What follows belongs to an exercise in optimizing a design on an open flow for small area; a production flow would make more cautious choices. RTL that was checked went through simulation tests only; none was proved equivalent to the original. Power and IR drop assume default switching activity.

==> sierra <==
==> flow/design.v <==
module weather_box (
	input clk,
	input rst_n,
	output [7:0] led,
	output [9:0] lcd_ram_addr,
	output lcd_ram_en,
	input  [7:0] lcd_ram_data,
	output LCD_RS,
	output LCD_RW,
	output LCD_EN,
	output [7:0] LCD_D
	);
reg r_rst;
reg rst;
reg [15:0] r_t;
wire w_t_zero = (r_t == 16'd0);
wire w_step = w_t_zero & ~rst;      
reg r_mode;           
reg [4:0] r_s;        
reg [1:0] r_p;        
reg [7:0] r_data;     
reg r_en;             
localparam P_E = 2'd0;  
localparam P_B = 2'd1;  
localparam P_C = 2'd2;  
localparam P_A = 2'd3;  
wire w_last = (r_s == 5'd31);
reg [15:0] w_load;
always @(*) begin
	if (!r_mode) begin
		case (r_s)
			5'd21:   w_load = 16'd250;
			5'd20:   w_load = 16'd10;
			5'd1:    w_load = 16'd50000;
			5'd0:    w_load = 16'd250;
			default: w_load = 16'd9;
		endcase
	end else begin
		case (r_p)
			P_E:     w_load = 16'd10;
			P_A:     w_load = w_last ? 16'd10 : 16'd9;
			P_C:     w_load = w_last ? 16'd2000 : 16'd9;
			default: w_load = 16'd9;
		endcase
	end
end
reg [15:0] w_half1;
always @(*) begin
	if (!r_mode) begin
		case (r_s)
			5'd21, 5'd0: w_half1 = 16'd25001;
			5'd20:       w_half1 = 16'd126;
			default:     w_half1 = 16'd6;
		endcase
	end else begin
		case (r_p)
			P_E:     w_half1 = 16'd126;
			P_A:     w_half1 = w_last ? 16'd1001 : 16'd6;
			default: w_half1 = 16'd6;
		endcase
	end
end
always @(posedge clk) begin
	r_rst <= rst_n;
	if (!r_rst) begin
		rst <= 1'b1;
		r_t <= 16'hffff;
	end else if (w_t_zero) begin
		rst <= 1'b0;
		r_t <= rst ? 16'd49999 : w_load;
	end else begin
		r_t <= r_t - 16'd1;
	end
end
always @(posedge clk) begin
	if (rst)
		r_en <= 1'b1;
	else if (r_t == 16'd1)
		r_en <= 1'b1;
	else if (r_t == w_half1)
		r_en <= 1'b0;
end
always @(posedge clk) begin
	if (rst) begin
		r_mode <= 1'b0;
		r_s <= 5'd21;
		r_p <= P_E;
	end else if (w_step) begin
		if (!r_mode) begin
			if (r_s == 5'd0)
				r_mode <= 1'b1;
			else
				r_s <= r_s - 5'd1;
			r_p <= P_E;
		end else begin
			case (r_p)
				P_E: r_p <= P_B;
				P_A: begin r_p <= P_B; r_s <= r_s + 5'd1; end
				P_B: r_p <= P_C;
				default: r_p <= P_A;
			endcase
		end
	end
end
always @(posedge clk)
	if (w_step && r_mode && r_p == P_B)
		r_data <= lcd_ram_data;
reg [7:0] w_rom;
always @(*) begin
	case (r_s)
		5'd20: w_rom = 8'h01;
		5'd19: w_rom = 8'h38;
		5'd18: w_rom = 8'h0e;
		5'd17: w_rom = 8'h06;
		5'd16: w_rom = "H";
		5'd15: w_rom = "e";
		5'd14: w_rom = "l";
		5'd13: w_rom = "l";
		5'd12: w_rom = "o";
		5'd11: w_rom = " ";
		5'd10: w_rom = "w";
		5'd9:  w_rom = "o";
		5'd8:  w_rom = "r";
		5'd7:  w_rom = "l";
		5'd6:  w_rom = "d";
		5'd5:  w_rom = ",";
		5'd4:  w_rom = " ";
		5'd3:  w_rom = "u";
		5'd2:  w_rom = "w";
		5'd1:  w_rom = "u";
		default: w_rom = 8'h00;
	endcase
end
reg [7:0] w_d;
always @(*) begin
	if (!r_mode)
		w_d = w_rom;
	else begin
		case (r_p)
			P_E: w_d = 8'h01;
			P_B: w_d = 8'h00;
			P_C: w_d = r_data;
			default: w_d = w_last ? 8'h02 : (r_s == 5'd15) ? 8'hc0 : 8'h00;
		endcase
	end
end
assign LCD_D = w_d;
assign LCD_RS = r_mode ? (r_p == P_C) : (r_s != 5'd0 && r_s <= 5'd16);
assign LCD_RW = 1'b0;
assign LCD_EN = r_en;
assign lcd_ram_en = r_mode;
assign lcd_ram_addr = {5'b00000, r_s};
reg [11:0] r_c;       
reg [7:0] r_x;        
reg [2:0] r_y;        
reg r_half;           
reg [7:0] r_v;        
reg [7:0] r_w;        
reg r_first;          
wire w_tick = (r_c == 12'd0);
wire [5:0] w_duty = r_x[7:2];
wire w_restart = (r_c == 12'd2499) && (r_x[1:0] == 2'd3) && !w_duty[5];
always @(posedge clk) begin
	if (rst) begin
		r_c <= 12'd2499;
		r_x <= 8'd129;
		r_y <= 3'd0;
		r_half <= 1'b0;
		r_v <= 8'd254;
		r_w <= 8'd254;
		r_first <= 1'b1;
	end else begin
		r_c <= w_tick ? 12'd2499 : r_c - 12'd1;
		if (w_tick) begin
			r_x <= (r_x == 8'd0) ? 8'd131 : r_x - 8'd1;
			r_y <= (r_y == 3'd4) ? 3'd0 : r_y + 3'd1;
		end
		if (r_c == 12'd1 && r_y == 3'd4)
			r_half <= ~r_half;
		if (w_restart) begin
			r_v <= 8'd253;
			r_first <= 1'b0;
		end else
			r_v <= (r_v == 8'd0) ? 8'd254 : r_v - 8'd1;
		r_w <= (r_w == 8'd0) ? 8'd254 : r_w - 8'd1;
	end
end
wire w_low = (r_v[7:5] == 3'd0);
wire w_hit = r_first ? (r_v == 8'd253) : (r_v == 8'd55);
genvar i;
generate
	for (i = 0; i < 6; i = i + 1) begin : g_led
		wire [4:0] a = w_duty[4:0] - (5 * i);
		wire special = (i == 0) ? (w_duty == 6'd0 || w_duty == 6'd32)
		                        : (w_duty == 5 * i);
		assign led[i] = special ? ((i == 0) ? w_hit : (r_v == 8'd55))
		                        : (w_low && (r_v[4:0] < a));
	end
endgenerate
assign led[6] = 1'b0;
assign led[7] = r_half && (r_w[7:4] == 4'd0);
endmodule
==> flow/run.sh <==
#!/bin/bash
# synth_recipe.tcl (not shown) runs the flow's synth.tcl, then flattens the netlist and writes it again
# the make line also repeats each setting of config.mk as NAME=value (left out here)
make -C /OpenROAD-flow-scripts/flow DESIGN_CONFIG=/design/flow/config.mk WORK_HOME=/design/flow/orfs CLKGATE_MAP_FILE= SYNTH_SCRIPT=/design/flow/synth_recipe.tcl finish
==> flow/config.mk <==
export PLATFORM = sky130hd
export DESIGN_NAME = weather_box
export DESIGN_NICKNAME = weather_box
export VERILOG_FILES = /design/flow/design.v
export SDC_FILE = /design/flow/constraint.sdc
export NUM_CORES = 4
export LEC_CHECK = 0
export CAP_MARGIN = 20
export CORE_MARGIN = 2
export CORE_UTILIZATION = 40
export SLEW_MARGIN = 20
==> flow/constraint.sdc <==
create_clock -name core_clock -period 10.0 [get_ports {clk}]
set_input_delay 2.0000 -clock core_clock [delete_from_list [all_inputs] [get_ports {clk}]]
set_output_delay 2.0000 -clock core_clock [all_outputs]
set_load 0.01 [all_outputs]
==> tundra: changes against sierra <==
==> flow/design.v, changed modules only <==
module weather_box (
	input clk,
	input rst_n,
	output [7:0] led,
	output [9:0] lcd_ram_addr,
	output lcd_ram_en,
	input  [7:0] lcd_ram_data,
	output LCD_RS,
	output LCD_RW,
	output LCD_EN,
	output [7:0] LCD_D
	);
reg r_rst;
reg rst;
reg [15:0] r_t;
wire w_t_low0 = (r_t[14:0] == 15'd0);
wire w_t_zero = w_t_low0 & ~r_t[15];    
wire w_t_one  = w_t_low0 &  r_t[15];    
wire w_t_fb = r_t[15] ^ r_t[13] ^ r_t[12] ^ r_t[10] ^ w_t_low0;
wire w_step = w_t_zero & ~rst;          
reg r_mode;           
reg [4:0] r_s;        
reg [1:0] r_p;        
reg [7:0] r_data;     
reg r_en;             
localparam P_E = 2'd0;  
localparam P_B = 2'd1;  
localparam P_C = 2'd2;  
localparam P_A = 2'd3;  
wire w_last = (r_s == 5'd31);
reg [15:0] w_load;
always @(*) begin
	if (!r_mode) begin
		case (r_s)
			5'd10:   w_load = 16'h79d6;
			5'd11:   w_load = 16'h2f40;
			5'd30:   w_load = 16'h4ae3;
			5'd31:   w_load = 16'h79d6;
			default: w_load = 16'h5e80;
		endcase
	end else begin
		case (r_p)
			P_E:     w_load = 16'h2f40;
			P_A:     w_load = w_last ? 16'h2f40 : 16'h5e80;
			P_C:     w_load = w_last ? 16'hd30e : 16'h5e80;
			default: w_load = 16'h5e80;
		endcase
	end
end
wire w_n_long = !r_mode && (r_s == 5'd10 || r_s == 5'd31);
wire w_n_250  = (!r_mode && r_s == 5'd11) || (r_mode && r_p == P_E);
wire w_n_2000 = r_mode && r_p == P_A && w_last;
wire w_half_hit = w_n_long ? (r_t[0] & r_t[1] & ~r_t[2] & r_t[3] & ~r_t[4] & ~r_t[5] & r_t[6] & r_t[7] & ~r_t[8] & r_t[9] & ~r_t[10] & r_t[11] & r_t[12] & r_t[13] & r_t[14] & r_t[15]) :
                  w_n_250  ? (r_t[0] & ~r_t[1] & ~r_t[3] & r_t[5] & ~r_t[7] & r_t[10]) :
                  w_n_2000 ? (r_t[0] & ~r_t[1] & r_t[2] & ~r_t[4] & ~r_t[7] & ~r_t[9] & r_t[12] & ~r_t[13] & ~r_t[14]) :
                             (r_t[10] & ~r_t[11]);
always @(posedge clk) begin
	r_rst <= rst_n;
	if (!r_rst) begin
		rst <= 1'b1;
		r_t <= 16'h0001;
	end else if (w_t_zero) begin
		rst <= 1'b0;
		r_t <= rst ? 16'h95c6 : w_load;
	end else begin
		r_t <= {r_t[14:0], w_t_fb};
	end
end
always @(posedge clk) begin
	if (rst)
		r_en <= 1'b1;
	else if (w_t_one)
		r_en <= 1'b1;
	else if (w_half_hit)
		r_en <= 1'b0;
end
always @(posedge clk) begin
	if (rst) begin
		r_mode <= 1'b0;
		r_s <= 5'd10;
		r_p <= P_E;
	end else if (w_step) begin
		if (!r_mode) begin
			if (r_s == 5'd31)
				r_mode <= 1'b1;
			r_s <= r_s + 5'd1;
			r_p <= P_E;
		end else begin
			case (r_p)
				P_E: r_p <= P_B;
				P_A: begin r_p <= P_B; r_s <= r_s + 5'd1; end
				P_B: r_p <= P_C;
				default: r_p <= P_A;
			endcase
		end
	end
end
always @(posedge clk)
	if (w_step && r_mode && r_p == P_B)
		r_data <= lcd_ram_data;
reg [7:0] w_rom;
always @(*) begin
	case (r_s)
		5'd11: w_rom = 8'h01;
		5'd12: w_rom = 8'h38;
		5'd13: w_rom = 8'h0e;
		5'd14: w_rom = 8'h06;
		5'd15: w_rom = "H";
		5'd16: w_rom = "e";
		5'd17: w_rom = "l";
		5'd18: w_rom = "l";
		5'd19: w_rom = "o";
		5'd20: w_rom = " ";
		5'd21: w_rom = "w";
		5'd22: w_rom = "o";
		5'd23: w_rom = "r";
		5'd24: w_rom = "l";
		5'd25: w_rom = "d";
		5'd26: w_rom = ",";
		5'd27: w_rom = " ";
		5'd28: w_rom = "u";
		5'd29: w_rom = "w";
		5'd30: w_rom = "u";
		default: w_rom = 8'h00;
	endcase
end
reg [7:0] w_d;
always @(*) begin
	if (!r_mode)
		w_d = w_rom;
	else begin
		case (r_p)
			P_E: w_d = 8'h01;
			P_B: w_d = 8'h00;
			P_C: w_d = r_data;
			default: w_d = w_last ? 8'h02 : (r_s == 5'd15) ? 8'hc0 : 8'h00;
		endcase
	end
end
assign LCD_D = w_d;
assign LCD_RS = r_mode ? (r_p == P_C) : (r_s >= 5'd15 && r_s <= 5'd30);
assign LCD_RW = 1'b0;
assign LCD_EN = r_en;
assign lcd_ram_en = r_mode;
assign lcd_ram_addr = {5'b00000, r_s};
reg [11:0] r_c;       
reg [7:0] r_x;        
reg [2:0] r_y;        
reg r_half;           
reg [7:0] r_v;        
reg [7:0] r_w;        
reg r_first;          
wire w_c_low0 = (r_c[10:0] == 11'd0);
wire w_tick = w_c_low0 & ~r_c[11];
wire w_c_one = w_c_low0 & r_c[11];
wire w_c_fb = r_c[11] ^ r_c[5] ^ r_c[3] ^ r_c[0] ^ w_c_low0;
wire [5:0] w_duty = r_x[7:2];
wire w_x_zero = (r_x == 8'd0);
wire w_restart = w_tick && (r_x[1:0] == 2'd0) && !w_x_zero;
always @(posedge clk) begin
	if (rst) begin
		r_x <= 8'd129;
		r_y <= 3'd0;
		r_half <= 1'b0;
		r_first <= 1'b1;
	end else begin
		if (w_tick) begin
			r_x <= w_x_zero ? 8'd131 : r_x - 8'd1;
			r_y <= (r_y == 3'd4) ? 3'd0 : r_y + 3'd1;
		end
		if (w_c_one && r_y == 3'd4)
			r_half <= ~r_half;
		if (w_restart)
			r_first <= 1'b0;
	end
	r_c <= (rst || w_tick) ? 12'hed1 : {r_c[10:0], w_c_fb};
	r_v <= (rst || w_restart || r_v == 8'd0) ? 8'd254 : r_v - 8'd1;
	r_w <= (rst || r_w == 8'd0) ? 8'd254 : r_w - 8'd1;
end
wire w_low = (r_v[7:5] == 3'd0);
wire w_hit = r_first ? (r_v == 8'd253) : (r_v == 8'd55);
wire w_hit55 = (r_v == 8'd55);
wire [4:0] w_d5 = w_duty[4:0];
wire signed [6:0] w_sd = $signed({2'b00, r_v[4:0]}) - $signed({2'b00, w_d5});
genvar i;
generate
	for (i = 0; i < 6; i = i + 1) begin : g_led
		wire b = (w_d5 < 5 * i);
		wire normal = b ? (w_sd < 32 - 5 * i) : (w_sd < -5 * i);
		wire special = (i == 0) ? (w_d5 == 5'd0) : (w_duty == 5 * i);
		assign led[i] = (w_low && normal) || (special && ((i == 0) ? w_hit : w_hit55));
	end
endgenerate
assign led[6] = 1'b0;
assign led[7] = r_half && (r_w[7:4] == 4'd0);
endmodule
Settings changed: CTS_BUF_LIST set to sky130_fd_sc_hd__clkbuf_8.
==> notes <==
- tundra went through all stages and came out clean. sierra went through all stages and came out clean.
- Between tundra and sierra, the lower area after synthesis is in tundra (gap 17%, measured against sierra).
- Between tundra and sierra, the lower cell area is in tundra (gap about 18%, measured against sierra).
- Via count: sierra is higher than tundra (about 20%).
- Flip-flop and latch count is the same in tundra and sierra.
- In non-clock buffer count, tundra and sierra do not differ.
- In tundra the first-iteration DRC count is lower than in sierra, by 62%.
- Of tundra and sierra, sierra has the higher worst hold slack (gap 0.012 ns).
==> figures <==
metric                                                                tundra                   sierra
Result of the run                                    complete, no violations  complete, no violations
Power density over the cells                                   176.6 mW/mm^2            111.5 mW/mm^2
Area of the die                                                0.01230 sq mm            0.01480 sq mm
Part of the Yosys area used for sequential elements                   38.11%                   31.46%
Top cell type's share of synthesized area                             32.85%                   27.12%
Vias                                                                   3,774                    4,491
Clock buf/inv share                                                   4.377%                   5.053%
Share of synthesized area spent on multiplexers                       1.642%                   1.220%
Util after Layout                                                     45.90%                   46.94%
Placement-stage worst setup slack                                   5.008 ns                 5.309 ns
Mean instance size in the synthesized netlist                    8.464 sq um              8.571 sq um
Sw frac                                                               33.34%                   19.94%
Share of power burned in combinational logic                           25.1%                     1.4%
Net load switching power                                           0.3046 mW                0.1398 mW
Cell-internal power                                                0.6090 mW                0.5613 mW
Min-Delay Startpoint                                                  r_c[8]                   r_c[0]
Function not checked in tundra: the RTL went through the layout flow alone.

==> static timing again, ports no longer ideal <==
How much do the figures lean on ideal ports? The routed layouts below were timed once more, with nothing changed but the port constraints. Step 1: set_driving_cell puts a clkbuf_16 on clk and a buf_2 on each other input, an assumption about the parent block. Step 2 also shifts input and output timing later by t, the mid clock arrival at the registers, as if the neighbouring blocks saw the same clock. a / b / c = ideal ports / drivers / drivers and shift; a / b = the first two.
run | shift t [ns] | setup WS [ns] | clock arrival spread, ns | cell pins on the clock port's net
sierra | 0.368 | 4.950 / 4.914 / 5.282 | 0.008 / 0.008 | 1
tundra | 0.387 | 4.649 / 4.616 / 5.003 | 0.013 / 0.013 | 1
After both steps setup and hold are still met in every run listed.
